Source: an optimization exercise on an open RTL-to-GDS flow (aim: small area and a short achievable clock period). Production flows keep margins and buffers that such runs may drop. Function not checked in this run: the RTL went through the layout flow alone. Power figures rest on the tool's default switching activity, not on a simulated workload.

<file path="flow/config.mk">
export PLATFORM = sky130hd
export DESIGN_NAME = alu
export DESIGN_NICKNAME = alu
export VERILOG_FILES = /design/flow/design.v
export SDC_FILE = /design/flow/constraint.sdc
export NUM_CORES = 4
export LEC_CHECK = 0
export CAP_MARGIN = 0
export CORE_MARGIN = 2
export CORE_UTILIZATION = 40
export CTS_BUF_LIST = sky130_fd_sc_hd__clkbuf_4 sky130_fd_sc_hd__clkbuf_8
export SETUP_SLACK_MARGIN = 5.0
export SLEW_MARGIN = 0
export TNS_END_PERCENT = 5
</file>
<file path="flow/constraint.sdc">
create_clock -name core_clock -period 10.0 [get_ports {i_clk}]
set_input_delay 2.0000 -clock core_clock [delete_from_list [all_inputs] [get_ports {i_clk}]]
set_output_delay 2.0000 -clock core_clock [all_outputs]
set_load 0.01 [all_outputs]
</file>
<file path="flow/design.v">
module alu (
    input               i_clk,
    input               i_rst_n,
    input               i_valid,
    input signed [11:0] i_data_a,
    input signed [11:0] i_data_b,
    input        [2:0]  i_inst,
    output              o_valid,
    output       [11:0] o_data,
    output              o_overflow
);
reg  [13:0] x_r, y_r;
reg         o_valid_r, ovf_r, abs_r, mac_r, run_r;
reg         f_0, f_m1, f_m2;
wire [11:0] o_data_w;
wire [14:0] zz  = {1'b0, x_r} + {1'b0, y_r};
wire        c_top = zz[14];
wire [2:0]  zm   = zz[13:11];
wire        hz   = c_top ? f_m1 : f_0;      
wire        ho1  = c_top ? f_m2 : f_m1;     
wire        m_ov = ~((hz & ~|zm) | (ho1 & &zm));
assign o_data_w   = zz[11:0];
assign o_valid    = o_valid_r;
assign o_data     = o_data_w & {12{run_r}};
assign o_overflow = (m_ov & ~abs_r & run_r) | ovf_r;
wire        is_mul    = (i_inst[2:1] == 2'b01);
wire        is_mac    = (i_inst == 3'b011);
wire        is_abs    = (i_inst == 3'b111);
wire        mul_en    = i_valid & is_mul;
wire        addsub_en = i_valid & (i_inst[2:1] == 2'b00);
wire        mean_en   = i_valid & (i_inst == 3'b110);
wire        acc_en    = mac_r & (is_mac | ~i_valid);
wire        ovf_old   = mac_r & (m_ov | ovf_r);
wire        sa   = i_data_a[11], sb = i_data_b[11];
wire [11:0] ra   = i_data_a ^ {12{sa}};
wire [11:0] rb   = i_data_b ^ {12{sb}};
wire [12:0] cmp  = {1'b0, ra} + {1'b0, ~rb} + {12'd0, sa & ~sb};
wire        a_ge = cmp[12];
reg  [11:0] oth;
always @(*) begin
  case (i_inst)
    3'b000:  oth = i_data_b;
    3'b001:  oth = ~i_data_b;                       
    3'b100:  oth = ~(i_data_a ^ i_data_b);
    3'b101:  oth = sa ? 12'd0 : i_data_a;
    3'b110:  oth = {sb, i_data_b[11:1]};            
    default: oth = a_ge ? ra : rb;                  
  endcase
end
wire [11:0] row   = acc_en ? o_data_w : (oth & {12{i_valid & ~is_mul}});
wire        row_c = i_valid & ((i_inst == 3'b001) | (is_abs & (a_ge ? sa : sb)));
wire        rnd   = mean_en ? i_data_b[0] : 1'b1;
wire one1;
wire two2;
wire neg3;
wire pp4;
wire pp5;
wire pp6;
wire pp7;
wire pp8;
wire pp9;
wire pp10;
wire pp11;
wire pp12;
wire pp13;
wire pp14;
wire pp15;
wire pp16;
wire one17;
wire two18;
wire neg19;
wire pp20;
wire pp21;
wire pp22;
wire pp23;
wire pp24;
wire pp25;
wire pp26;
wire pp27;
wire pp28;
wire pp29;
wire pp30;
wire pp31;
wire pp32;
wire one33;
wire two34;
wire neg35;
wire pp36;
wire pp37;
wire pp38;
wire pp39;
wire pp40;
wire pp41;
wire pp42;
wire pp43;
wire pp44;
wire pp45;
wire pp46;
wire pp47;
wire pp48;
wire one49;
wire two50;
wire neg51;
wire pp52;
wire pp53;
wire pp54;
wire pp55;
wire pp56;
wire pp57;
wire pp58;
wire pp59;
wire pp60;
wire pp61;
wire pp62;
wire pp63;
wire pp64;
wire one65;
wire two66;
wire neg67;
wire pp68;
wire pp69;
wire pp70;
wire pp71;
wire pp72;
wire pp73;
wire pp74;
wire pp75;
wire pp76;
wire pp77;
wire pp78;
wire pp79;
wire pp80;
wire one81;
wire two82;
wire neg83;
wire pp84;
wire pp85;
wire pp86;
wire pp87;
wire pp88;
wire pp89;
wire pp90;
wire pp91;
wire pp92;
wire pp93;
wire pp94;
wire pp95;
wire pp96;
wire s97;
wire c98;
wire s99;
wire c100;
wire s101;
wire c102;
wire s103;
wire c104;
wire s105;
wire c106;
wire s107;
wire c108;
wire s109;
wire c110;
wire s111;
wire c112;
wire s113;
wire c114;
wire s115;
wire c116;
wire s117;
wire c118;
wire s119;
wire c120;
wire s121;
wire c122;
wire s123;
wire c124;
wire s125;
wire c126;
wire s127;
wire c128;
wire s129;
wire c130;
wire s131;
wire c132;
wire s133;
wire c134;
wire s135;
wire c136;
wire s137;
wire c138;
wire s139;
wire c140;
wire s141;
wire c142;
wire s143;
wire c144;
wire s145;
wire c146;
wire s147;
wire c148;
wire s149;
wire c150;
wire s151;
wire c152;
wire s153;
wire c154;
wire s155;
wire c156;
wire s157;
wire c158;
wire s159;
wire c160;
wire s161;
wire c162;
wire s163;
wire c164;
wire s165;
wire c166;
wire s167;
wire c168;
wire s169;
wire c170;
wire s171;
wire c172;
wire s173;
wire c174;
wire s175;
wire c176;
wire s177;
wire c178;
wire s179;
wire c180;
wire s181;
wire c182;
wire s183;
wire c184;
wire s185;
wire c186;
wire s187;
wire c188;
wire s189;
wire c190;
wire s191;
wire c192;
wire s193;
wire c194;
wire s195;
wire c196;
wire s197;
wire c198;
wire s199;
wire c200;
wire s201;
wire c202;
wire s203;
wire c204;
wire s205;
wire c206;
wire s207;
wire c208;
wire s209;
wire c210;
wire s211;
wire c212;
wire s213;
wire c214;
wire s215;
wire c216;
wire s217;
wire c218;
wire s219;
wire c220;
wire s221;
wire c222;
wire s223;
wire c224;
wire s225;
wire c226;
wire s227;
wire c228;
wire s229;
wire c230;
wire s231;
wire c232;
wire s233;
wire c234;
wire s235;
wire c236;
wire s237;
wire c238;
wire s239;
wire c240;
wire s241;
wire c242;
wire s243;
wire c244;
wire s245;
wire c246;
wire s247;
wire c248;
wire s249;
wire c250;
wire s251;
wire c252;
assign one1 = mul_en & (i_data_b[0] ^ 1'b0);
assign two2 = mul_en & ((i_data_b[1] & ~i_data_b[0] & ~1'b0) | (~i_data_b[1] & i_data_b[0] & 1'b0));
assign neg3 = mul_en & (i_data_b[1] & ~(i_data_b[0] & 1'b0));
assign pp4 = (i_data_a[0] & one1) ^ neg3;
assign pp5 = ((i_data_a[1] & one1) | (i_data_a[0] & two2)) ^ neg3;
assign pp6 = ((i_data_a[2] & one1) | (i_data_a[1] & two2)) ^ neg3;
assign pp7 = ((i_data_a[3] & one1) | (i_data_a[2] & two2)) ^ neg3;
assign pp8 = ((i_data_a[4] & one1) | (i_data_a[3] & two2)) ^ neg3;
assign pp9 = ((i_data_a[5] & one1) | (i_data_a[4] & two2)) ^ neg3;
assign pp10 = ((i_data_a[6] & one1) | (i_data_a[5] & two2)) ^ neg3;
assign pp11 = ((i_data_a[7] & one1) | (i_data_a[6] & two2)) ^ neg3;
assign pp12 = ((i_data_a[8] & one1) | (i_data_a[7] & two2)) ^ neg3;
assign pp13 = ((i_data_a[9] & one1) | (i_data_a[8] & two2)) ^ neg3;
assign pp14 = ((i_data_a[10] & one1) | (i_data_a[9] & two2)) ^ neg3;
assign pp15 = ((i_data_a[11] & one1) | (i_data_a[10] & two2)) ^ neg3;
assign pp16 = ~(((i_data_a[11] & one1) | (i_data_a[11] & two2)) ^ neg3);
assign one17 = mul_en & (i_data_b[2] ^ i_data_b[1]);
assign two18 = mul_en & ((i_data_b[3] & ~i_data_b[2] & ~i_data_b[1]) | (~i_data_b[3] & i_data_b[2] & i_data_b[1]));
assign neg19 = mul_en & (i_data_b[3] & ~(i_data_b[2] & i_data_b[1]));
assign pp20 = (i_data_a[0] & one17) ^ neg19;
assign pp21 = ((i_data_a[1] & one17) | (i_data_a[0] & two18)) ^ neg19;
assign pp22 = ((i_data_a[2] & one17) | (i_data_a[1] & two18)) ^ neg19;
assign pp23 = ((i_data_a[3] & one17) | (i_data_a[2] & two18)) ^ neg19;
assign pp24 = ((i_data_a[4] & one17) | (i_data_a[3] & two18)) ^ neg19;
assign pp25 = ((i_data_a[5] & one17) | (i_data_a[4] & two18)) ^ neg19;
assign pp26 = ((i_data_a[6] & one17) | (i_data_a[5] & two18)) ^ neg19;
assign pp27 = ((i_data_a[7] & one17) | (i_data_a[6] & two18)) ^ neg19;
assign pp28 = ((i_data_a[8] & one17) | (i_data_a[7] & two18)) ^ neg19;
assign pp29 = ((i_data_a[9] & one17) | (i_data_a[8] & two18)) ^ neg19;
assign pp30 = ((i_data_a[10] & one17) | (i_data_a[9] & two18)) ^ neg19;
assign pp31 = ((i_data_a[11] & one17) | (i_data_a[10] & two18)) ^ neg19;
assign pp32 = ~(((i_data_a[11] & one17) | (i_data_a[11] & two18)) ^ neg19);
assign one33 = (mul_en & (i_data_b[4] ^ i_data_b[3])) | mean_en;
assign two34 = (mul_en & ((i_data_b[5] & ~i_data_b[4] & ~i_data_b[3]) | (~i_data_b[5] & i_data_b[4] & i_data_b[3]))) | addsub_en;
assign neg35 = mul_en & (i_data_b[5] & ~(i_data_b[4] & i_data_b[3]));
assign pp36 = (i_data_a[0] & one33) ^ neg35;
assign pp37 = ((i_data_a[1] & one33) | (i_data_a[0] & two34)) ^ neg35;
assign pp38 = ((i_data_a[2] & one33) | (i_data_a[1] & two34)) ^ neg35;
assign pp39 = ((i_data_a[3] & one33) | (i_data_a[2] & two34)) ^ neg35;
assign pp40 = ((i_data_a[4] & one33) | (i_data_a[3] & two34)) ^ neg35;
assign pp41 = ((i_data_a[5] & one33) | (i_data_a[4] & two34)) ^ neg35;
assign pp42 = ((i_data_a[6] & one33) | (i_data_a[5] & two34)) ^ neg35;
assign pp43 = ((i_data_a[7] & one33) | (i_data_a[6] & two34)) ^ neg35;
assign pp44 = ((i_data_a[8] & one33) | (i_data_a[7] & two34)) ^ neg35;
assign pp45 = ((i_data_a[9] & one33) | (i_data_a[8] & two34)) ^ neg35;
assign pp46 = ((i_data_a[10] & one33) | (i_data_a[9] & two34)) ^ neg35;
assign pp47 = ((i_data_a[11] & one33) | (i_data_a[10] & two34)) ^ neg35;
assign pp48 = ~(((i_data_a[11] & one33) | (i_data_a[11] & two34)) ^ neg35);
assign one49 = mul_en & (i_data_b[6] ^ i_data_b[5]);
assign two50 = mul_en & ((i_data_b[7] & ~i_data_b[6] & ~i_data_b[5]) | (~i_data_b[7] & i_data_b[6] & i_data_b[5]));
assign neg51 = mul_en & (i_data_b[7] & ~(i_data_b[6] & i_data_b[5]));
assign pp52 = (i_data_a[0] & one49) ^ neg51;
assign pp53 = ((i_data_a[1] & one49) | (i_data_a[0] & two50)) ^ neg51;
assign pp54 = ((i_data_a[2] & one49) | (i_data_a[1] & two50)) ^ neg51;
assign pp55 = ((i_data_a[3] & one49) | (i_data_a[2] & two50)) ^ neg51;
assign pp56 = ((i_data_a[4] & one49) | (i_data_a[3] & two50)) ^ neg51;
assign pp57 = ((i_data_a[5] & one49) | (i_data_a[4] & two50)) ^ neg51;
assign pp58 = ((i_data_a[6] & one49) | (i_data_a[5] & two50)) ^ neg51;
assign pp59 = ((i_data_a[7] & one49) | (i_data_a[6] & two50)) ^ neg51;
assign pp60 = ((i_data_a[8] & one49) | (i_data_a[7] & two50)) ^ neg51;
assign pp61 = ((i_data_a[9] & one49) | (i_data_a[8] & two50)) ^ neg51;
assign pp62 = ((i_data_a[10] & one49) | (i_data_a[9] & two50)) ^ neg51;
assign pp63 = ((i_data_a[11] & one49) | (i_data_a[10] & two50)) ^ neg51;
assign pp64 = ~(((i_data_a[11] & one49) | (i_data_a[11] & two50)) ^ neg51);
assign one65 = mul_en & (i_data_b[8] ^ i_data_b[7]);
assign two66 = mul_en & ((i_data_b[9] & ~i_data_b[8] & ~i_data_b[7]) | (~i_data_b[9] & i_data_b[8] & i_data_b[7]));
assign neg67 = mul_en & (i_data_b[9] & ~(i_data_b[8] & i_data_b[7]));
assign pp68 = (i_data_a[0] & one65) ^ neg67;
assign pp69 = ((i_data_a[1] & one65) | (i_data_a[0] & two66)) ^ neg67;
assign pp70 = ((i_data_a[2] & one65) | (i_data_a[1] & two66)) ^ neg67;
assign pp71 = ((i_data_a[3] & one65) | (i_data_a[2] & two66)) ^ neg67;
assign pp72 = ((i_data_a[4] & one65) | (i_data_a[3] & two66)) ^ neg67;
assign pp73 = ((i_data_a[5] & one65) | (i_data_a[4] & two66)) ^ neg67;
assign pp74 = ((i_data_a[6] & one65) | (i_data_a[5] & two66)) ^ neg67;
assign pp75 = ((i_data_a[7] & one65) | (i_data_a[6] & two66)) ^ neg67;
assign pp76 = ((i_data_a[8] & one65) | (i_data_a[7] & two66)) ^ neg67;
assign pp77 = ((i_data_a[9] & one65) | (i_data_a[8] & two66)) ^ neg67;
assign pp78 = ((i_data_a[10] & one65) | (i_data_a[9] & two66)) ^ neg67;
assign pp79 = ((i_data_a[11] & one65) | (i_data_a[10] & two66)) ^ neg67;
assign pp80 = ~(((i_data_a[11] & one65) | (i_data_a[11] & two66)) ^ neg67);
assign one81 = mul_en & (i_data_b[10] ^ i_data_b[9]);
assign two82 = mul_en & ((i_data_b[11] & ~i_data_b[10] & ~i_data_b[9]) | (~i_data_b[11] & i_data_b[10] & i_data_b[9]));
assign neg83 = mul_en & (i_data_b[11] & ~(i_data_b[10] & i_data_b[9]));
assign pp84 = (i_data_a[0] & one81) ^ neg83;
assign pp85 = ((i_data_a[1] & one81) | (i_data_a[0] & two82)) ^ neg83;
assign pp86 = ((i_data_a[2] & one81) | (i_data_a[1] & two82)) ^ neg83;
assign pp87 = ((i_data_a[3] & one81) | (i_data_a[2] & two82)) ^ neg83;
assign pp88 = ((i_data_a[4] & one81) | (i_data_a[3] & two82)) ^ neg83;
assign pp89 = ((i_data_a[5] & one81) | (i_data_a[4] & two82)) ^ neg83;
assign pp90 = ((i_data_a[6] & one81) | (i_data_a[5] & two82)) ^ neg83;
assign pp91 = ((i_data_a[7] & one81) | (i_data_a[6] & two82)) ^ neg83;
assign pp92 = ((i_data_a[8] & one81) | (i_data_a[7] & two82)) ^ neg83;
assign pp93 = ((i_data_a[9] & one81) | (i_data_a[8] & two82)) ^ neg83;
assign pp94 = ((i_data_a[10] & one81) | (i_data_a[9] & two82)) ^ neg83;
assign pp95 = ((i_data_a[11] & one81) | (i_data_a[10] & two82)) ^ neg83;
assign pp96 = ~(((i_data_a[11] & one81) | (i_data_a[11] & two82)) ^ neg83);
assign s97 = neg3 ^ pp4;
assign c98 = neg3 & pp4;
assign s99 = pp5 ^ c98;
assign c100 = pp5 & c98;
assign s101 = neg19 ^ pp20 ^ pp6;
assign c102 = (neg19 & pp20) | (pp6 & (neg19 ^ pp20));
assign s103 = c100 ^ s101;
assign c104 = c100 & s101;
assign s105 = pp21 ^ pp7 ^ c102;
assign c106 = (pp21 & pp7) | (c102 & (pp21 ^ pp7));
assign s107 = c104 ^ s105;
assign c108 = c104 & s105;
assign s109 = rnd ^ neg35 ^ pp22;
assign c110 = (rnd & neg35) | (pp22 & (rnd ^ neg35));
assign s111 = pp36 ^ pp8 ^ s109;
assign c112 = (pp36 & pp8) | (s109 & (pp36 ^ pp8));
assign s113 = c106 ^ s111 ^ c108;
assign c114 = (c106 & s111) | (c108 & (c106 ^ s111));
assign s115 = pp23 ^ pp37 ^ pp9;
assign c116 = (pp23 & pp37) | (pp9 & (pp23 ^ pp37));
assign s117 = c110 ^ row[0] ^ row_c;
assign c118 = (c110 & row[0]) | (row_c & (c110 ^ row[0]));
assign s119 = s115 ^ c112 ^ s117;
assign c120 = (s115 & c112) | (s117 & (s115 ^ c112));
assign s121 = neg51 ^ pp10 ^ pp24;
assign c122 = (neg51 & pp10) | (pp24 & (neg51 ^ pp10));
assign s123 = pp38 ^ pp52 ^ c116;
assign c124 = (pp38 & pp52) | (c116 & (pp38 ^ pp52));
assign s125 = row[1] ^ s121 ^ s123;
assign c126 = (row[1] & s121) | (s123 & (row[1] ^ s121));
assign s127 = c118 ^ s125;
assign c128 = c118 & s125;
assign s129 = pp11 ^ pp25 ^ pp39;
assign c130 = (pp11 & pp25) | (pp39 & (pp11 ^ pp25));
assign s131 = pp53 ^ c122 ^ row[2];
assign c132 = (pp53 & c122) | (row[2] & (pp53 ^ c122));
assign s133 = s129 ^ c124 ^ s131;
assign c134 = (s129 & c124) | (s131 & (s129 ^ c124));
assign s135 = c126 ^ s133;
assign c136 = c126 & s133;
assign s137 = neg67 ^ pp12 ^ pp26;
assign c138 = (neg67 & pp12) | (pp26 & (neg67 ^ pp12));
assign s139 = pp40 ^ pp54 ^ pp68;
assign c140 = (pp40 & pp54) | (pp68 & (pp40 ^ pp54));
assign s141 = c130 ^ row[3] ^ s137;
assign c142 = (c130 & row[3]) | (s137 & (c130 ^ row[3]));
assign s143 = s139 ^ c132 ^ s141;
assign c144 = (s139 & c132) | (s141 & (s139 ^ c132));
assign s145 = c134 ^ s143;
assign c146 = c134 & s143;
assign s147 = pp13 ^ pp27 ^ pp41;
assign c148 = (pp13 & pp27) | (pp41 & (pp13 ^ pp27));
assign s149 = pp55 ^ pp69 ^ c138;
assign c150 = (pp55 & pp69) | (c138 & (pp55 ^ pp69));
assign s151 = c140 ^ row[4] ^ s147;
assign c152 = (c140 & row[4]) | (s147 & (c140 ^ row[4]));
assign s153 = s149 ^ c142 ^ s151;
assign c154 = (s149 & c142) | (s151 & (s149 ^ c142));
assign s155 = c144 ^ s153;
assign c156 = c144 & s153;
assign s157 = neg83 ^ pp14 ^ pp28;
assign c158 = (neg83 & pp14) | (pp28 & (neg83 ^ pp14));
assign s159 = pp42 ^ pp56 ^ pp70;
assign c160 = (pp42 & pp56) | (pp70 & (pp42 ^ pp56));
assign s161 = pp84 ^ c148 ^ row[5];
assign c162 = (pp84 & c148) | (row[5] & (pp84 ^ c148));
assign s163 = s157 ^ s159 ^ c150;
assign c164 = (s157 & s159) | (c150 & (s157 ^ s159));
assign s165 = c152 ^ s161 ^ s163;
assign c166 = (c152 & s161) | (s163 & (c152 ^ s161));
assign s167 = c154 ^ c156;
assign c168 = c154 & c156;
assign s169 = pp15 ^ pp29 ^ pp43;
assign c170 = (pp15 & pp29) | (pp43 & (pp15 ^ pp29));
assign s171 = pp57 ^ pp71 ^ pp85;
assign c172 = (pp57 & pp71) | (pp85 & (pp57 ^ pp71));
assign s173 = c158 ^ c160 ^ row[6];
assign c174 = (c158 & c160) | (row[6] & (c158 ^ c160));
assign s175 = s169 ^ s171 ^ c162;
assign c176 = (s169 & s171) | (c162 & (s169 ^ s171));
assign s177 = s173 ^ c164 ^ s175;
assign c178 = (s173 & c164) | (s175 & (s173 ^ c164));
assign s179 = c166 ^ s177;
assign c180 = c166 & s177;
assign s181 = 1'b1 ^ pp16 ^ pp30;
assign c182 = (1'b1 & pp16) | (pp30 & (1'b1 ^ pp16));
assign s183 = pp44 ^ pp58 ^ pp72;
assign c184 = (pp44 & pp58) | (pp72 & (pp44 ^ pp58));
assign s185 = pp86 ^ c170 ^ c172;
assign c186 = (pp86 & c170) | (c172 & (pp86 ^ c170));
assign s187 = row[7] ^ s181 ^ s183;
assign c188 = (row[7] & s181) | (s183 & (row[7] ^ s181));
assign s189 = s185 ^ c174 ^ s187;
assign c190 = (s185 & c174) | (s187 & (s185 ^ c174));
assign s191 = c176 ^ s189 ^ c178;
assign c192 = (c176 & s189) | (c178 & (c176 ^ s189));
assign s193 = 1'b1 ^ pp31 ^ pp45;
assign c194 = (1'b1 & pp31) | (pp45 & (1'b1 ^ pp31));
assign s195 = pp59 ^ pp73 ^ pp87;
assign c196 = (pp59 & pp73) | (pp87 & (pp59 ^ pp73));
assign s197 = c182 ^ c184 ^ row[8];
assign c198 = (c182 & c184) | (row[8] & (c182 ^ c184));
assign s199 = s193 ^ s195 ^ c186;
assign c200 = (s193 & s195) | (c186 & (s193 ^ s195));
assign s201 = c188 ^ s197 ^ s199;
assign c202 = (c188 & s197) | (s199 & (c188 ^ s197));
assign s203 = c190 ^ s201;
assign c204 = c190 & s201;
assign s205 = pp32 ^ pp46 ^ pp60;
assign c206 = (pp32 & pp46) | (pp60 & (pp32 ^ pp46));
assign s207 = pp74 ^ pp88 ^ c194;
assign c208 = (pp74 & pp88) | (c194 & (pp74 ^ pp88));
assign s209 = c196 ^ row[9] ^ s205;
assign c210 = (c196 & row[9]) | (s205 & (c196 ^ row[9]));
assign s211 = s207 ^ c198 ^ s209;
assign c212 = (s207 & c198) | (s209 & (s207 ^ c198));
assign s213 = c200 ^ s211 ^ c202;
assign c214 = (c200 & s211) | (c202 & (c200 ^ s211));
assign s215 = 1'b1 ^ pp47 ^ pp61;
assign c216 = (1'b1 & pp47) | (pp61 & (1'b1 ^ pp47));
assign s217 = pp75 ^ pp89 ^ c206;
assign c218 = (pp75 & pp89) | (c206 & (pp75 ^ pp89));
assign s219 = row[10] ^ s215 ^ c208;
assign c220 = (row[10] & s215) | (c208 & (row[10] ^ s215));
assign s221 = s217 ^ c210 ^ s219;
assign c222 = (s217 & c210) | (s219 & (s217 ^ c210));
assign s223 = c212 ^ s221;
assign c224 = c212 & s221;
assign s225 = 1'b1 ^ pp48 ^ pp62;
assign c226 = (1'b1 & pp48) | (pp62 & (1'b1 ^ pp48));
assign s227 = pp76 ^ pp90 ^ c216;
assign c228 = (pp76 & pp90) | (c216 & (pp76 ^ pp90));
assign s229 = s225 ^ ~row[11] ^ c218;
assign c230 = (s225 & ~row[11]) | (c218 & (s225 ^ ~row[11]));
assign s231 = s227 ^ c220 ^ s229;
assign c232 = (s227 & c220) | (s229 & (s227 ^ c220));
assign s233 = c222 ^ s231;
assign c234 = c222 & s231;
assign s235 = pp63 ^ pp77 ^ pp91;
assign c236 = (pp63 & pp77) | (pp91 & (pp63 ^ pp77));
assign s237 = c226 ^ s235 ^ c228;
assign c238 = (c226 & s235) | (c228 & (c226 ^ s235));
assign s239 = c230 ^ s237 ^ c232;
assign c240 = (c230 & s237) | (c232 & (c230 ^ s237));
assign s241 = pp64 ^ pp78 ^ pp92;
assign c242 = (pp64 & pp78) | (pp92 & (pp64 ^ pp78));
assign s243 = c236 ^ s241 ^ c238;
assign c244 = (c236 & s241) | (c238 & (c236 ^ s241));
assign s245 = 1'b1 ^ pp79 ^ pp93;
assign c246 = (1'b1 & pp79) | (pp93 & (1'b1 ^ pp79));
assign s247 = c242 ^ s245;
assign c248 = c242 & s245;
assign s249 = pp80 ^ pp94 ^ c246;
assign c250 = (pp80 & pp94) | (c246 & (pp80 ^ pp94));
assign s251 = 1'b1 ^ pp95;
assign c252 = 1'b1 & pp95;
wire [4:0] tx = {1'b1, pp96, s251, c248, s247};
wire [4:0] ty = {1'b0, c252, c250, s249, c244};
wire [4:0] tp = tx ^ ty, to = tx | ty, ta = tx & ty;
wire        f0_d  = ~tp[0] & (&(tp[4:1] ~^ to[3:0]));
wire        fm1_d =  tp[0] & (&(tp[4:1] ~^ ~ta[3:0]));
wire        fm2_d = ~tp[0] & (tp[1] ~^ ~to[0]) & (&(tp[4:2] ~^ ~ta[3:1]));
always @(posedge i_clk) begin
  x_r  <= {s243, c234, c224, s223, c204, s203, c180, c168, s165, c146, c136, c128, c120, s119};
  y_r  <= {c240, s239, s233, c214, s213, c192, s191, s179, s167, s155, s145, s135, s127, c114};
  f_0  <= f0_d;
  f_m1 <= fm1_d;
  f_m2 <= fm2_d;
end
always @(posedge i_clk or negedge i_rst_n) begin
  if (~i_rst_n) begin
    o_valid_r <= 1'b0;
    run_r     <= 1'b0;
    ovf_r     <= 1'b0;
    abs_r     <= 1'b0;
    mac_r     <= 1'b0;
  end else begin
    o_valid_r <= i_valid;
    run_r     <= 1'b1;
    abs_r     <= is_abs;
    if (i_valid) begin
      mac_r <= is_mac;
      ovf_r <= is_mac & ovf_old;
    end else begin
      ovf_r <= ovf_old;
    end
  end
end
endmodule
</file>
<file path="flow/flow/run.sh">
#!/bin/bash
# The standard layout, with these changes: the port buffers are buf_2 cells;
# after synthesis flow/fapol.py flips full-adder cells (a full adder is
# self-dual) where that removes inverters between them, and flow/faxor.py
# then builds each full adder from two xor2 gates and a maj3 gate (and each
# half adder from an xor2 and an and2 gate), whose sum
# path is faster than the fa cell's; flow/invabs.py then absorbs inverters
# into the XOR gates they feed (xor2 of an inverted input is xnor2).
# Registers are untouched.
set -euo pipefail
export BUFFER_PORTS_ARGS="-buffer_cell sky130_fd_sc_hd__buf_2"
R=orfs/results/sky130hd/alu/base
bash standard.sh synth > synth.log 2>&1
python3 flow/fapol.py $R/1_2_yosys.v > fapol.log 2>&1
python3 flow/faxor.py $R/1_2_yosys.v --ha > faxor.log 2>&1
python3 flow/invabs.py $R/1_2_yosys.v > invabs.log 2>&1
rm -f $R/1_synth.odb $R/1_synth.sdc
bash standard.sh > standard.log 2>&1
</file>
<file path="flow/flow/fapol.py">
#!/usr/bin/env python3
"""Remove inverters around full-adder cells in a Yosys netlist.

A full adder is self-dual: FA(~a, ~b, ~c) = (~sum, ~cout).  Synthesis maps
adders with arbitrary input and output polarity and leaves inverters between
them.  This pass flips full adders (inverts all three inputs and both outputs)
when that lowers the number of inverters, and rewrites the netlist in place.
It changes no register and no function.
usage: fapol.py netlist.v"""
import re, sys, collections

path = sys.argv[1]
text = open(path).read()
cell_re = re.compile(r'^(\s*)(sky130_fd_sc_hd__\w+)\s+(\S+)\s*\((.*?)\);\n', re.S | re.M)
pin_re = re.compile(r'\.(\w+)\(([^()]*)\)')

cells = {}      # name -> [type, {pin: net}]
order = []
for m in cell_re.finditer(text):
    typ, name, body = m.group(2), m.group(3), m.group(4)
    cells[name] = [typ, {p: n.strip() for p, n in pin_re.findall(body)}]
    order.append(name)

OUT = {'X', 'Y', 'SUM', 'COUT', 'Q', 'Q_N', 'HI', 'LO'}
def is_inv(n): return re.match(r'sky130_fd_sc_hd__(clk)?inv_\d+$', cells[n][0]) is not None
def is_fa(n): return re.match(r'sky130_fd_sc_hd__fa_\d+$', cells[n][0]) is not None

hdr = text[:text.index(');') + 2]
ports = set()
for m in re.finditer(r'^\s*(input|output)\s+(\[\d+:\d+\]\s+)?(\S+);', text, re.M):
    ports.add(m.group(3))
def is_port(net):
    return net.split('[')[0].strip() in ports or net.startswith("1'")

def build():
    drv, loads = {}, collections.defaultdict(list)
    for n, (t, pins) in cells.items():
        for p, net in pins.items():
            if p in OUT: drv[net] = (n, p)
            else: loads[net].append((n, p))
    return drv, loads

newcnt = [0]
def newnet():
    newcnt[0] += 1
    return f'_fapol{newcnt[0]}_'
new_wires = []

def inv_of(net, drv, loads):
    """an existing inverter whose input is net"""
    for (n, p) in loads[net]:
        if is_inv(n) and p == 'A': return n
    return None

def cost_flip(f, drv, loads):
    t, pins = cells[f]
    d = 0
    for p in ('A', 'B', 'CIN'):
        x = pins[p]
        src = drv.get(x)
        if src and is_inv(src[0]):
            d -= 1 if len(loads[x]) == 1 else 0
        elif inv_of(x, drv, loads) is None:
            d += 1
    for p in ('SUM', 'COUT'):
        y = pins[p]
        ls = loads[y]
        invs = [n for n, q in ls if is_inv(n)]
        others = len(ls) - len(invs) + (1 if is_port(y) else 0)
        d -= len(invs)
        if others: d += 1
    return d

def flip(f, drv, loads):
    t, pins = cells[f]
    for p in ('A', 'B', 'CIN'):
        x = pins[p]
        src = drv.get(x)
        if src and is_inv(src[0]):
            pins[p] = cells[src[0]][1]['A']
        else:
            i = inv_of(x, drv, loads)
            if i is None:
                y = newnet(); new_wires.append(y)
                i = f'_fapolinv{newcnt[0]}_'
                cells[i] = ['sky130_fd_sc_hd__inv_1', {'A': x, 'Y': y}]
                order.append(i)
            pins[p] = cells[i][1]['Y']
    for p in ('SUM', 'COUT'):
        y = pins[p]
        ls = list(loads[y])
        y2 = newnet(); new_wires.append(y2)
        pins[p] = y2
        others = False
        for n, q in ls:
            if is_inv(n) and q == 'A':
                # this inverter's output equals y2: move its loads to y2
                z = cells[n][1]['Y']
                if is_port(z):
                    cells[n][1]['A'] = y2     # keep as buffer-free inverter? no: z = ~y = y2
                    # z must equal y2; drive z with a buffer-like pair is not needed:
                    # keep inverter fed by original y instead
                    cells[n][1]['A'] = y
                    others = True
                    continue
                for n2, q2 in loads[z]:
                    cells[n2][1][q2] = y2
                del cells[n]
            else:
                others = True
        if others or is_port(y):
            i = f'_fapolinv{newcnt[0]}_o{p}'
            cells[i] = ['sky130_fd_sc_hd__inv_1', {'A': y2, 'Y': y}]
            order.append(i)

changed = True
passes = 0
nflip = 0
while changed and passes < 50:
    changed = False
    passes += 1
    for f in list(order):
        if f not in cells or not is_fa(f): continue
        drv, loads = build()
        if cost_flip(f, drv, loads) < 0:
            flip(f, drv, loads)
            nflip += 1
            changed = True
    # drop inverters with no loads
    drv, loads = build()
    for n in list(cells):
        if is_inv(n):
            y = cells[n][1]['Y']
            if not loads[y] and not is_port(y):
                del cells[n]

before = sum(1 for l in cell_re.finditer(text) if re.match(r'sky130_fd_sc_hd__(clk)?inv_\d+$', l.group(2)))
after = sum(1 for n in cells if is_inv(n))
sys.stderr.write(f'fapol: {nflip} flips, inverters {before} -> {after}\n')

# rewrite
out = []
pos = 0
first = None
for m in cell_re.finditer(text):
    if first is None: first = m.start()
    last = m.end()
body = text[first:last]
lines = []
for n in order:
    if n not in cells: continue
    t, pins = cells[n]
    conn = ',\n'.join(f'    .{p}({net}' + (' )' if net.startswith('\\') else ')') for p, net in pins.items())
    lines.append(f'  {t} {n} (\n{conn}\n  );\n')
decl = ''.join(f'  wire {w};\n' for w in new_wires)
text2 = text[:first] + decl + ''.join(lines) + text[last:]
open(path, 'w').write(text2)
</file>
<file path="flow/flow/faxor.py">
#!/usr/bin/env python3
"""Replace full-adder cells by two XOR gates and a majority gate (and, with
--ha, half-adder cells by an XOR and an AND gate).

The sum output of sky130's fa cell is slow; two xor2 gates give the sum
faster, and a maj3 gate gives the carry.  The function is unchanged and no
register is touched.  usage: faxor.py netlist.v"""
import re, sys

args = [a for a in sys.argv[1:] if not a.startswith('--')]
path = args[0]
do_ha = '--ha' in sys.argv
text = open(path).read()
cell_re = re.compile(r'^(\s*)(sky130_fd_sc_hd__fa_\d+)\s+(\S+)\s*\((.*?)\);\n', re.S | re.M)
pin_re = re.compile(r'\.(\w+)\(([^()]*)\)')
wires = []
n = [0]

def net(x):
    return x + (' ' if x.startswith('\\') else '')

def repl(m):
    ind, typ, name, body = m.groups()
    pins = {p: v.strip() for p, v in pin_re.findall(body)}
    n[0] += 1
    t = f'_faxor{n[0]}_'
    wires.append(t)
    out = ''
    if pins.get('SUM'):
        out += f'{ind}sky130_fd_sc_hd__xor2_1 _faxa{n[0]}_ (.A({net(pins["A"])}), .B({net(pins["B"])}), .X({t}));\n'
        out += f'{ind}sky130_fd_sc_hd__xor2_1 _faxb{n[0]}_ (.A({t}), .B({net(pins["CIN"])}), .X({net(pins["SUM"])}));\n'
    if pins.get('COUT'):
        out += f'{ind}sky130_fd_sc_hd__maj3_1 _faxc{n[0]}_ (.A({net(pins["A"])}), .B({net(pins["B"])}), .C({net(pins["CIN"])}), .X({net(pins["COUT"])}));\n'
    return out

text2 = cell_re.sub(repl, text)
nh = [0]
def repl_ha(m):
    ind, typ, name, body = m.groups()
    pins = {p: v.strip() for p, v in pin_re.findall(body)}
    nh[0] += 1
    out = ''
    if pins.get('SUM'):
        out += f'{ind}sky130_fd_sc_hd__xor2_1 _haxa{nh[0]}_ (.A({net(pins["A"])}), .B({net(pins["B"])}), .X({net(pins["SUM"])}));\n'
    if pins.get('COUT'):
        out += f'{ind}sky130_fd_sc_hd__and2_1 _haxc{nh[0]}_ (.A({net(pins["A"])}), .B({net(pins["B"])}), .X({net(pins["COUT"])}));\n'
    return out
if do_ha:
    ha_re = re.compile(r'^(\s*)(sky130_fd_sc_hd__ha_\d+)\s+(\S+)\s*\((.*?)\);\n', re.S | re.M)
    text2 = ha_re.sub(repl_ha, text2)
# declare the new wires after the module header's port list
i = text2.index(');', text2.index('module ')) + 2
text2 = text2[:i] + '\n' + ''.join(f'  wire {w};\n' for w in wires) + text2[i:]
open(path, 'w').write(text2)
sys.stderr.write(f'faxor: {n[0]} full adders replaced' + (f', {nh[0]} half adders' if do_ha else '') + '\n')
</file>
<file path="flow/flow/invabs.py">
#!/usr/bin/env python3
"""Absorb inverters into the XOR/XNOR gates (and two-inverter ANDs) they feed.

xor2(~a, b) = xnor2(a, b), and2(~a, ~b) = nor2(a, b).  An inverter whose
loads are all absorbed is removed.  Function and registers are unchanged.
usage: invabs.py netlist.v"""
import re, sys, collections

path = sys.argv[1]
text = open(path).read()
cell_re = re.compile(r'^(\s*)(sky130_fd_sc_hd__\w+)\s+(\S+)\s*\((.*?)\);\n', re.S | re.M)
pin_re = re.compile(r'\.(\w+)\(([^()]*)\)')
cells, order = {}, []
for m in cell_re.finditer(text):
    cells[m.group(3)] = [m.group(2), {p: v.strip() for p, v in pin_re.findall(m.group(4))}]
    order.append(m.group(3))
OUT = {'X', 'Y', 'SUM', 'COUT', 'Q', 'Q_N', 'HI', 'LO'}
ports = set()
for m in re.finditer(r'^\s*(input|output)\s+(\[\d+:\d+\]\s+)?(\S+);', text, re.M):
    ports.add(m.group(3))
is_port = lambda net: net.split('[')[0].strip() in ports
INV = re.compile(r'sky130_fd_sc_hd__(clk)?inv_\d+$')
XOR = re.compile(r'sky130_fd_sc_hd__(xor2|xnor2)_(\d+)$')
AND = re.compile(r'sky130_fd_sc_hd__and2_(\d+)$')

def build():
    drv, loads = {}, collections.defaultdict(list)
    for n, (t, pins) in cells.items():
        for p, v in pins.items():
            if p in OUT: drv[v] = n
            else: loads[v].append((n, p))
    return drv, loads

drv, loads = build()
inv_in = {}
for n, (t, pins) in cells.items():
    if INV.match(t): inv_in[pins['Y']] = pins['A']
nx = na = 0
for n in list(order):
    t, pins = cells[n]
    m = XOR.match(t)
    if m:
        flips = 0
        for p in ('A', 'B'):
            if pins[p] in inv_in and not is_port(pins[p]):
                pins[p] = inv_in[pins[p]]; flips += 1
        if flips % 2:
            kind = 'xnor2' if m.group(1) == 'xor2' else 'xor2'
            outp = 'Y' if m.group(1) == 'xor2' else 'X'
            out = pins.pop('X' if m.group(1) == 'xor2' else 'Y')
            pins[outp] = out
            cells[n][0] = f'sky130_fd_sc_hd__{kind}_{m.group(2)}'
        nx += flips > 0
        continue
    m = AND.match(t)
    if m and pins['A'] in inv_in and pins['B'] in inv_in and not is_port(pins['A']) and not is_port(pins['B']):
        cells[n] = ['sky130_fd_sc_hd__nor2_1', {'A': inv_in[pins['A']], 'B': inv_in[pins['B']], 'Y': pins['X']}]
        na += 1
drv, loads = build()
before = sum(1 for n in cells if INV.match(cells[n][0]))
for n in [n for n in cells if INV.match(cells[n][0])]:
    y = cells[n][1]['Y']
    if not loads[y] and not is_port(y):
        del cells[n]
after = sum(1 for n in cells if INV.match(cells[n][0]))
sys.stderr.write(f'invabs: {nx} xor gates and {na} and gates absorbed inverters; inverters {before} -> {after}\n')
first = last = None
for m in cell_re.finditer(text):
    if first is None: first = m.start()
    last = m.end()
lines = []
for n in order:
    if n not in cells: continue
    t, pins = cells[n]
    conn = ',\n'.join(f'    .{p}({v}' + (' )' if v.startswith('\\') else ')') for p, v in pins.items())
    nm = n + (' ' if n.startswith('\\') else '')
    lines.append(f'  {t} {nm}(\n{conn}\n  );\n')
open(path, 'w').write(text[:first] + ''.join(lines) + text[last:])
</file>
<file path="flow/standard.sh">
#!/bin/bash
# synth_recipe.tcl (not shown) runs the flow's synth.tcl, then flattens the netlist and writes it again
# the make line also repeats each setting of config.mk as NAME=value (left out here)
make -C /OpenROAD-flow-scripts/flow DESIGN_CONFIG=/design/flow/config.mk WORK_HOME=/design/flow/orfs CLKGATE_MAP_FILE= SYNTH_SCRIPT=/design/flow/synth_recipe.tcl "${@:-finish}"
</file>
==> summary.txt <==
## power groups by stage
stage / registers, W / clock network, W / logic, W
final: 0.000221 / 0.000129 / 0.000761
after global routing: 0.000227 / 0.000139 / 0.000832
after CTS: 0.000219 / 0.000134 / 0.000741
after detailed placement: 0.000220 / 0 / 0.000694
after global placement: 0.000218 / 0 / 0.000686
after floorplan: 0.000214 / 0 / 0.000545
## through the flow
step / total power (W) / cells / worst slack (ps) / util
2_1_floorplan: 0.000759 / 931 / 4840 / -
3_3_place_gp: 0.000905 / 1145 / 3640 / 0.432
3_5_place_dp: 0.000914 / 1145 / 3520 / 0.432
4_1_cts: 0.00109 / 1176 / 4930 / 0.464
5_1_grt: 0.00120 / 1176 / 4750 / 0.470
6_report: 0.00111 / 1176 / 4900 / 0.470
## worst max-delay path by stage
| stage | start | endpoint | depth (start not counted) |
|---|---|---|---|
| 6_report | i_data_a[11] | y_r[8] | 18 |
| 5_1_grt | i_data_b[11] | y_r[7] | 18 |
| 4_1_cts | y_r[0] | o_overflow | 11 |
| 3_5_place_dp | i_data_a[11] | y_r[11] | 15 |
| 3_3_place_gp | i_data_a[11] | y_r[11] | 15 |
| 2_1_floorplan | i_data_b[11] | y_r[10] | 18 |
## worst reg2reg max path: cells and delay by family (launching register included)
family,cells,cell delay [ps]
xor gates and xnor gates,4,1130
AOI/OAI and AO/OA,4,990
adders and majority gates,2,750
buffers and inverters,3,400
DFF,1,350
and+or+nand+nor,2,180
## routing by layer
metal  vias to the layer above  wire length (um)
met2                       181              8930
li1                       3165                 -
met5                         -                13
met1                      2894              9040
met4                         2               325
met3                        26              1380
## layout by cell type, fill, tap and decap left out, drive strengths merged, types with 3 or more instances in the layout
cell type / n
dfrtp: 5
o22a: 3
xnor2: 98
nor2: 50
a21oi: 45
nor2b: 3
maj3: 57
clkbuf: 6
clkinvlp: 3
a22o: 3
nor3b: 5
mux2i: 11
buf: 71
nand2: 43
nor4: 3
a211oi: 11
nor3: 7
o21bai: 3
o21ai: 31
xor2: 180
nand3: 8
inv: 52
nand2b: 19
a22oi: 62
o22ai: 7
mux2: 11
dfxtp: 31
a21o: 8
and2: 79
## cell type report
cell class | count | area share
timing repair inverter | 1 | 0.000622
tap | 225 | 0.0350
sequential | 36 | 0.0929
clock inverter | 3 | 0.00529
clock buffer | 5 | 0.00855
timing repair buffer | 72 | 0.0663
multi-input combinational | 781 | 0.766
inverter | 53 | 0.0252
## repair_timing
action / 4_1_cts / 5_1_grt
pin swaps: 14 / 11
endpoints found under the setup margin: 33 / 26
gates cloned: 1 / 0
setup buffers: 22 / 0
gates resized for setup: 62 / 20
==> results_dict.tcl <==
set metrics [dict create \
    status "finished clean" \
    synth_area_um2 6950 \
    met1_usage 0.312 \
    max_stage_delay_ps 380 \
    holdPathEnd "mac_r" \
    finalMaxSlewViolations 0 \
    yosysWarnings 1 \
    pin_count 44 \
    fin_area_um2 8040 \
    hpwl_um 14600 \
    fin_crit_sh 0.510 \
    maxSlewHeadroom 0.395 \
    worstReg2RegEnd "y_r[13]" \
    cts_hold_buf 0 \
    critPathTopFamily "adder cells" \
    finalHoldViolations 0 \
    fmax_ghz 0.196 \
    p_switching_w 0.000523 \
    grt.total_usage 0.217 \
    setup_violations 0 \
    num_vias 6268 \
    cp_num_buf_inv 4 \
    drv_cap 0 \
    cts_max_path_buffers 2 \
    swShare 0.470 \
    reg2reg_from "y_r[3]" \
    cp_max_fo 26 \
    nets 980 \
    met3_usage 0.0336 \
    postSynthCellCount 931 \
    core-area_um2 17100 \
    grt_max_degree 33 \
    fin_tns_setup_ps 0 \
    dieArea_um2 18400 \
    wl_per_cell_um 16.7 \
    hold_path_class "reg2reg" \
    insertedDiodeCount 0 \
    critPathSlowestCell "maj3_2" \
    max-vdd-ir-drop_mv 0.137 \
    syn_to_final_growth_pct 15.7 \
    cts_tree "done" \
    fin_skew_ps 22.2 \
    reg2reg_depth 15 \
    die_w_um 136 \
    grt_pass1_wl_um 31200 \
    seqPwrFrac 0.199 \
    die_h_um 136 \
    start_kind "input pin" \
    clock_power_share 0.116 \
    min_from "mac_r" \
    p_leak_nw 3.17 \
    required_ps 10240 \
    tightest_slew_ps 884 \
    dpl_cell_area_um2 7390 \
    end_kind "flip-flop" \
    timing.hold.ws_ps 532 \
    regArea_um2 747 \
    via_per_inst 5.33 \
    grt_setup_unrepaired "yes" \
    drt_pass1_iterations 5 \
    arrival_ps 5330 \
    use_met2 0.333 \
    cts_root_buffer "clkbuf_8" \
    postRouteAntennaNets 0 \
    crit_type "in2reg" \
    path_cells "buf_12 -> xnor2_4 -> inv_1 -> and2_1 -> a21o_1 -> a21o_1 -> a21oi_1 -> o31a_1 -> o21ai_4 -> buf_6 -> mux2_4 -> nand2_2 -> a22oi_2 -> maj3_2 -> xor2_2 -> maj3_2 -> maj3_1 -> inv_1" \
    top_usage_layer "met2" \
    p_int_w 0.000589 \
    syn_avg_cell_area_um2 7.47 \
    reg2reg_setup_slack_ps 6080 \
    drive_gt1_frac 0.167 \
    largest_registers "x_r x14, y_r x14" \
    first_iter_violations 424 \
    globalplace.congestion 0.884 \
    grt_overflow_total 0 \
    clk_latency_ps 310 \
    multi_input_area_um2 6160 \
    power.density_nw_per_um2 138 \
    nFillCells 1739 \
    power_frac_comb 0.685 \
    drc 0 \
    clock_sinks 36 \
    routed_wl_um 19700 \
    syn-num-nets 961 \
    antenna_found_initial 1 \
    hold_depth 1 \
    row_count 48 \
    final.min_clock_period_ps 5100 \
    clkSlewWorstSetupHoldPaths_ps 90 \
    port_buffers 43 \
    start_util 0.406 \
    grt_pass1_vias 5690 \
    cts_max_level 2 \
    numCtsBuffers 5 \
]

==> port drivers added, routing unchanged <==
Ports are ideal in the flow. The routed layout listed here was re-timed in OpenROAD.
Step 1 (the two cells are an assumption about what drives the block):
set clk [get_ports {i_clk}]
set_driving_cell -lib_cell sky130_fd_sc_hd__clkbuf_16 $clk
set_driving_cell -lib_cell sky130_fd_sc_hd__buf_2 [delete_from_list [all_inputs] $clk]
Step 2 also shifts input and output timing later by t, the mid clock arrival at the registers, as if the neighbouring blocks saw the same clock.
Slacks: no drivers / after step 1 / after step 2; pairs: no drivers / after step 1.
t, ns: 0.333
slack for setup (ns): 4.904 / 4.874 / 4.541
worst setup path at the end: input to register
After both steps this run still meets setup and hold. The setup slack of this run moves by -0.030 ns with the drivers and by -0.363 ns with both steps.
